This is an optimization exercise on Yosys and OpenROAD, whose aim is small area and a short achievable clock period, not a production implementation. Only simulation tests tie the RTL to the original design; equivalence was not proved. Power figures rest on the tool's default switching activity, not on a simulated workload.

==> design/flow/design.v <==
module ip_stride #(parameter IP_TRACKER_COUNT = 8)
(
	input   logic 			clk,
	input   logic 			rst,
	input   logic   [63:0]  addr_i,
	input 	logic 	[63:0]	ip_i,
	output 	logic 	[63:0]	pref_addr1_o,
	output 	logic 	        pref_valid1_o,
	output 	logic 	[63:0]	pref_addr2_o,
	output 	logic 	        pref_valid2_o,
	output 	logic 	[63:0]	pref_addr3_o,
	output 	logic 	        pref_valid3_o
);
parameter ADDR_SIZE = 64;
parameter LOG2_BLOCK_SIZE = 6;
parameter LOG2_PAGE_SIZE = 12;
parameter CLA_SIZE = ADDR_SIZE - LOG2_BLOCK_SIZE;
typedef logic[ADDR_SIZE-1:0]              addr_t;
typedef logic[CLA_SIZE-1:0]               cla_t;
typedef logic signed[CLA_SIZE-1:0]        stride_t;
addr_t ip[IP_TRACKER_COUNT];
cla_t last_cla[IP_TRACKER_COUNT];
stride_t last_stride[IP_TRACKER_COUNT];
logic [IP_TRACKER_COUNT-1:0] lru;
cla_t cla;
int ip_match_idx, lru_idx;
stride_t stride;
logic pref_valid1, pref_valid2, pref_valid3;
addr_t pref_addr1, pref_addr2, pref_addr3;
logic stride_match, addr1_page_match, addr2_page_match, addr3_page_match;
assign pref_valid1_o = pref_valid1;
assign pref_valid2_o = pref_valid2;
assign pref_valid3_o = pref_valid3;
assign pref_addr1_o = pref_addr1;
assign pref_addr2_o = pref_addr2;
assign pref_addr3_o = pref_addr3;
assign pref_addr1 = (cla + stride) << LOG2_BLOCK_SIZE;
assign pref_addr2 = (cla + (stride*2)) << LOG2_BLOCK_SIZE;
assign pref_addr3 = (cla + (stride*3)) << LOG2_BLOCK_SIZE;
assign cla = addr_i >> LOG2_BLOCK_SIZE;
assign stride_match = stride == last_stride[ip_match_idx] ? 1'b1 : 1'b0;
assign addr1_page_match = (pref_addr1 >> LOG2_PAGE_SIZE) == (addr_i >> LOG2_PAGE_SIZE) ? 1'b1 : 1'b0;
assign addr2_page_match = (pref_addr2 >> LOG2_PAGE_SIZE) == (addr_i >> LOG2_PAGE_SIZE) ? 1'b1 : 1'b0;
assign addr3_page_match = (pref_addr3 >> LOG2_PAGE_SIZE) == (addr_i >> LOG2_PAGE_SIZE) ? 1'b1 : 1'b0;
always_comb begin
	ip_match_idx = -1;
	for (int i = 0; i < IP_TRACKER_COUNT; i++) begin
		if (ip[i] == ip_i)
			ip_match_idx = i;
	end
end
always_comb begin
	lru_idx = -1;
	for (int i = IP_TRACKER_COUNT - 1; i >= 0; i--) begin
		if (lru[i] == 1'b0)
			lru_idx = i;
	end
end
always_comb begin
	stride = '0;
	if (ip_match_idx != -1) begin
		if (cla > last_cla[ip_match_idx])
			stride = signed'(cla - last_cla[ip_match_idx]);
		else
			stride = -1 * signed'(last_cla[ip_match_idx] - cla);
	end
end
function void reset();
	for (int i = 0; i < IP_TRACKER_COUNT; i++) begin
		ip[i] <= '0;
		last_cla[i] <= '0;
		last_stride[i] <= '0;
	end
	lru <= '0;
	pref_valid1 <= 1'b0;
	pref_valid2 <= 1'b0;
	pref_valid3 <= 1'b0;
endfunction
function automatic logic [IP_TRACKER_COUNT-1:0] set_mru(logic [IP_TRACKER_COUNT-1:0] cur, int idx);
	logic [IP_TRACKER_COUNT-1:0] nxt;
	logic found_zero;
	nxt = cur;
	found_zero = 1'b0;
	nxt[idx] = 1'b1;
	for (int i = 0; i < IP_TRACKER_COUNT; i++) begin
		if (nxt[i] == 1'b0)
			found_zero = 1'b1;
	end
	if (~found_zero)
		nxt = '0;
	nxt[idx] = 1'b1;
	set_mru = nxt;
endfunction
function void allocate_new_tracker();
	ip[lru_idx] <= ip_i;
	last_cla[lru_idx] <= cla;
	last_stride[lru_idx] <= '0;
	lru <= set_mru(lru, lru_idx);
endfunction
function void update_tracker();
	pref_valid1 <= stride_match & addr1_page_match;
	pref_valid2 <= stride_match & addr2_page_match;
	pref_valid3 <= stride_match & addr3_page_match;
    last_cla[ip_match_idx] <= cla;
    last_stride[ip_match_idx] <= stride;
	lru <= set_mru(lru, ip_match_idx);
endfunction
always_ff @(posedge clk) begin
	if (rst) begin
		reset();
	end 
	else if (ip_match_idx == -1) begin  
		allocate_new_tracker();
	end 
	else if (stride != '0) begin
		update_tracker();
	end
end
endmodule  
==> design/flow/run.sh <==
#!/bin/bash
# synth_recipe.tcl (not shown) runs the flow's synth.tcl, then flattens the netlist and writes it again
# the make line also repeats each setting of config.mk as NAME=value (left out here)
make -C /OpenROAD-flow-scripts/flow DESIGN_CONFIG=/design/flow/config.mk WORK_HOME=/design/flow/orfs CLKGATE_MAP_FILE= SYNTH_SCRIPT=/design/flow/synth_recipe.tcl finish
==> design/flow/config.mk <==
export PLATFORM = sky130hd
export DESIGN_NAME = ip_stride
export DESIGN_NICKNAME = ip_stride
export VERILOG_FILES = /design/flow/design.v
export SDC_FILE = /design/flow/constraint.sdc
export NUM_CORES = 4
export LEC_CHECK = 0
export CAP_MARGIN = 20
export CORE_MARGIN = 2
export CORE_UTILIZATION = 40
export SLEW_MARGIN = 20
==> design/flow/constraint.sdc <==
create_clock -name core_clock -period 20.0 [get_ports {clk}]
set_input_delay 4.0000 -clock core_clock [delete_from_list [all_inputs] [get_ports {clk}]]
set_output_delay 4.0000 -clock core_clock [all_outputs]
set_load 0.01 [all_outputs]
==> run summary <==
-- state kept, by name, summed over array words and instances (netlist names) --
register     cells
ip             512
last_cla       464
last_stride    464
lru              8
pref_valid1      1
pref_valid2      1
pref_valid3      1
-- cell usage in the layout, fill, tap and decap left out, drive strengths merged, types with 12 or more instances in the layout --
cell,synthesis,final
o211ai,22,22
nand3,204,204
buf,189,683
edfxtp,1440,1440
clkbuf,467,193
conb,1,18
nand2,911,911
mux2i,184,184
nand4,181,181
a21o,110,110
o31ai,17,17
a31oi,129,129
o21bai,36,36
clkdlybuf4s50,0,299
a221oi,17,17
xnor2,662,662
xor2,258,258
fa,60,60
a21oi,234,234
or2,36,37
o21ai,178,178
ha,266,266
nor3,86,86
or3,24,24
and3,520,520
nor4,102,102
and2,547,547
o21a,29,29
a211oi,37,37
a311oi,72,72
inv,149,155
nor2b,43,43
a2111oi,21,21
nor2,722,722
nor3b,12,12
nand2b,45,45
clkinv,6,82
-- stage by stage --
step	hold WS, ns	cell area, um2	power, W	setup WS, ns	instances
2_1_floorplan	0.470	86400	0.00403	2.64	8259
3_3_place_gp	0.445	95900	0.00436	0.558	11400
3_5_place_dp	0.447	95900	0.00437	0.690	11400
4_1_cts	0.455	101000	0.00718	0.629	11700
5_1_grt	0.471	101000	0.00737	0.0983	11700
6_report	0.454	101000	0.00715	0.526	11700
-- repair_timing --
item	4_1_cts	5_1_grt
gates resized for setup	0	3
hold buffers	0	0
setup endpoints to repair	0	1
-- layer usage --
layer / track usage [%] / vias to the layer above / part of all wire, %
li1: - / 30400 / -
met1: 34.5 / 32800 / 41
met2: 42.8 / 2765 / 47
met3: 3.94 / 463 / 7.6
met4: 8.80 / 10 / 3.6
met5: 0 / - / 0.021
-- power groups by stage --
stage	registers (W)	logic, W	clock network, W
after floorplan	0.00358	0.000453	0
after global placement	0.00357	0.000788	0
after detailed placement	0.00358	0.000794	0
after CTS	0.00352	0.000799	0.00287
after global routing	0.00353	0.000856	0.00298
final	0.00352	0.000801	0.00284
-- worst min-delay path by stage --
stage / slack [ns] / end / cells after the start / start
final: 0.45 / pref_valid2 / 2 / pref_valid2
after global routing: 0.47 / pref_valid2 / 2 / pref_valid2
after CTS: 0.45 / pref_valid2 / 2 / pref_valid2
after detailed placement: 0.45 / pref_valid2 / 2 / pref_valid2
after global placement: 0.45 / pref_valid1 / 1 / pref_valid1
after floorplan: 0.47 / pref_valid2 / 2 / pref_valid2
-- cells by family (layout without fill, tap and decap cells) --
| kind of cell | Yosys count | after routing | share of synthesized area, % |
|---|---|---|---|
| DFF | 1451 | 1451 | 50.3 |
| adders and majority gates | 326 | 326 | 5.24 |
| muxes | 201 | 201 | 2.51 |
| buffers and inverters | 811 | 1426 | 3.98 |
| and+or+nand+nor | 3491 | 3492 | 20.4 |
| AOI/OAI and AO/OA | 1031 | 1031 | 7.99 |
| other | 1 | 26 | 0.00434 |
| xor gates and xnor gates | 930 | 930 | 9.59 |
-- area by class of cell --
cell class / instances / area (um2)
clock inverter: 96 / 833
clock buffer: 193 / 4130
tap: 2838 / 3550
inverter: 155 / 597
fill: 19700 / 114000
timing repair buffer: 982 / 8460
multi-input combinational: 5998 / 39900
antenna: 8 / 20.0
sequential: 1451 / 43500
-- worst max-delay path, delay by kind of cell --
family | cells | cell delay (ns)
and+or+nand+nor | 13 | 2.51
adders and majority gates | 3 | 1.08
AOI/OAI and AO/OA | 17 | 3.82
buffers and inverters | 10 | 3.13
xor gates and xnor gates | 3 | 0.88
==> impl_metrics.yaml <==
status:
  status: "no timing/DRC/antenna violations"
timing:
  setup_violations: 0
  tns_ns: 0
  timing.final.crit_share_pct: 97.4
  max_freq_mhz: 51.3
  period_minus_slack_ns: 19.47
  slew_headroom_pct: 18.8
  skew_ns: 0.0636
  slew_viol_final: 0
  rsz0062_at_grt: "false"
  hold_violations: 0
  max_slew.worst_pin.slew_ns: 1.19
layout:
  drive_above_1_share_pct: 11.7
  fin_util_pct: 47.0
  syn_to_final_growth_pct: 16.8
  nNetsFinal: 9203
synthesis:
  synth.cell_area_um2: 86400
  yosysTopAreaCell: "edfxtp_1"
  ys_seq_area_share_pct: 50.3
  ys_ff_latch: 1451
  synth_edf_count: 1440
  syn_avg_cell_area_um2: 10.5
  synthCells: 8242
  synth-warning-count: 1
  ys_types: 101
  synth_commonest_cells: "edfxtp_1, nand2_1, nor2_1"
  synth_most_common_cell: "edfxtp_1"
  yosysTopAreaCellShare_pct: 50.1
  synthTopCellsByArea: "edfxtp_1, xnor2_1, nand2_1"
  synthFlopType: "edfxtp_1"
  synthArstFlopShare_pct: 0
grt:
  grt_usage_pct: 25.9
  antenna_found_initial: 12
  grt_pass1_vias: 64400
  grt_max_degree: 119
  grt_first_pass_wirelength_um: 427000
  gr-total-overflow: 0
worst_setup_path:
  rrSetupSlack_ns: 5.71
  max_stage_delay_ns: 0.88
  worstSetupEndpoint: "pref_addr3_o[60]"
  startpoint_type: "primary input"
  cp.required_ns: 16.00
  critical_path_class: "in2out"
  cpMostUsedCell: "buf_4"
  r2r-start: "ip[1][4]"
  crit_fanout: 13
  slowest_stage: "clkdlybuf4s50_1"
  crit_start: "ip_i[2]"
  endpoint_kind: "output pin"
  rr_endpoint: "pref_valid3"
  reg2reg_depth: 48
  worstPathArrival_ns: 15.47
clock_tree:
  htreeDepth: 4
  clk_latency_ns: 0.82
  clkTransAtPathRegs_ns: 0.06
  cts_buffers: 159
  post_cts_buffers: 0
  cts.path.max_buffers: 3
  cts_root_buffer: "clkbuf_16"
  cts_tree: "yes"
  numClockSinks: 1451
floorplanning:
  io_pins: 325
  die_w_um: 469
  num_rows: 170
  core_area_um2: 215000
  die_h_um: 469
  dieArea_um2: 220000
  initial_core_util_pct: 40.2
route:
  drc: 0
  drt_iter0_drc: 6465
  viasPerCell: 5.67
  ant_nets: 0
  drt-total-wl_um: 291000
  via_count: 66400
  dr.pass1.iters: 6
  post_drt_wl_per_cell_um: 24.8
pwr:
  clkPwrFrac_pct: 39.7
  swShare_pct: 25.2
  power_frac_comb_pct: 11.2
  vdd_drop_max_v: 0.0000888
  power_frac_seq_pct: 49.2
  power_density_nw_per_um2: 70.9
  p_switching_w: 0.00180
  leakage_nw: 40.5
  internal_power_w: 0.00535
run:
  cap_violations: 0
place:
  port_buffers: 300
  place_congestion: 0.959
  place_hpwl_um: 197000
min_path:
  hold_class: "reg2reg"

## what the ideal ports hide
The results above use ideal ports. As a check the final layout listed here was re-extracted and re-timed, cells and wires unchanged.
Step 1 assumes that a clkbuf_16 drives the clock port and a buf_2 every other input.
Step 2 moves the port delays by t, midway between the first and last clock arrival at a register: inputs arrive t later, outputs are due t later. That takes back most of the time a late clock gives input paths.
a / b / c = ideal ports / drivers / drivers and shift; a / b = the first two.
shift t [ns]: 0.873
setup WS [ns]: 0.526 / 0.501 / 0.501
worst slew at a driven data input, ns: 0.17
pins driven straight from the clock port: 1
After both steps this run still meets setup and hold. For this run, drivers alone change the setup slack by -0.025 ns; drivers and shift together by -0.025 ns.
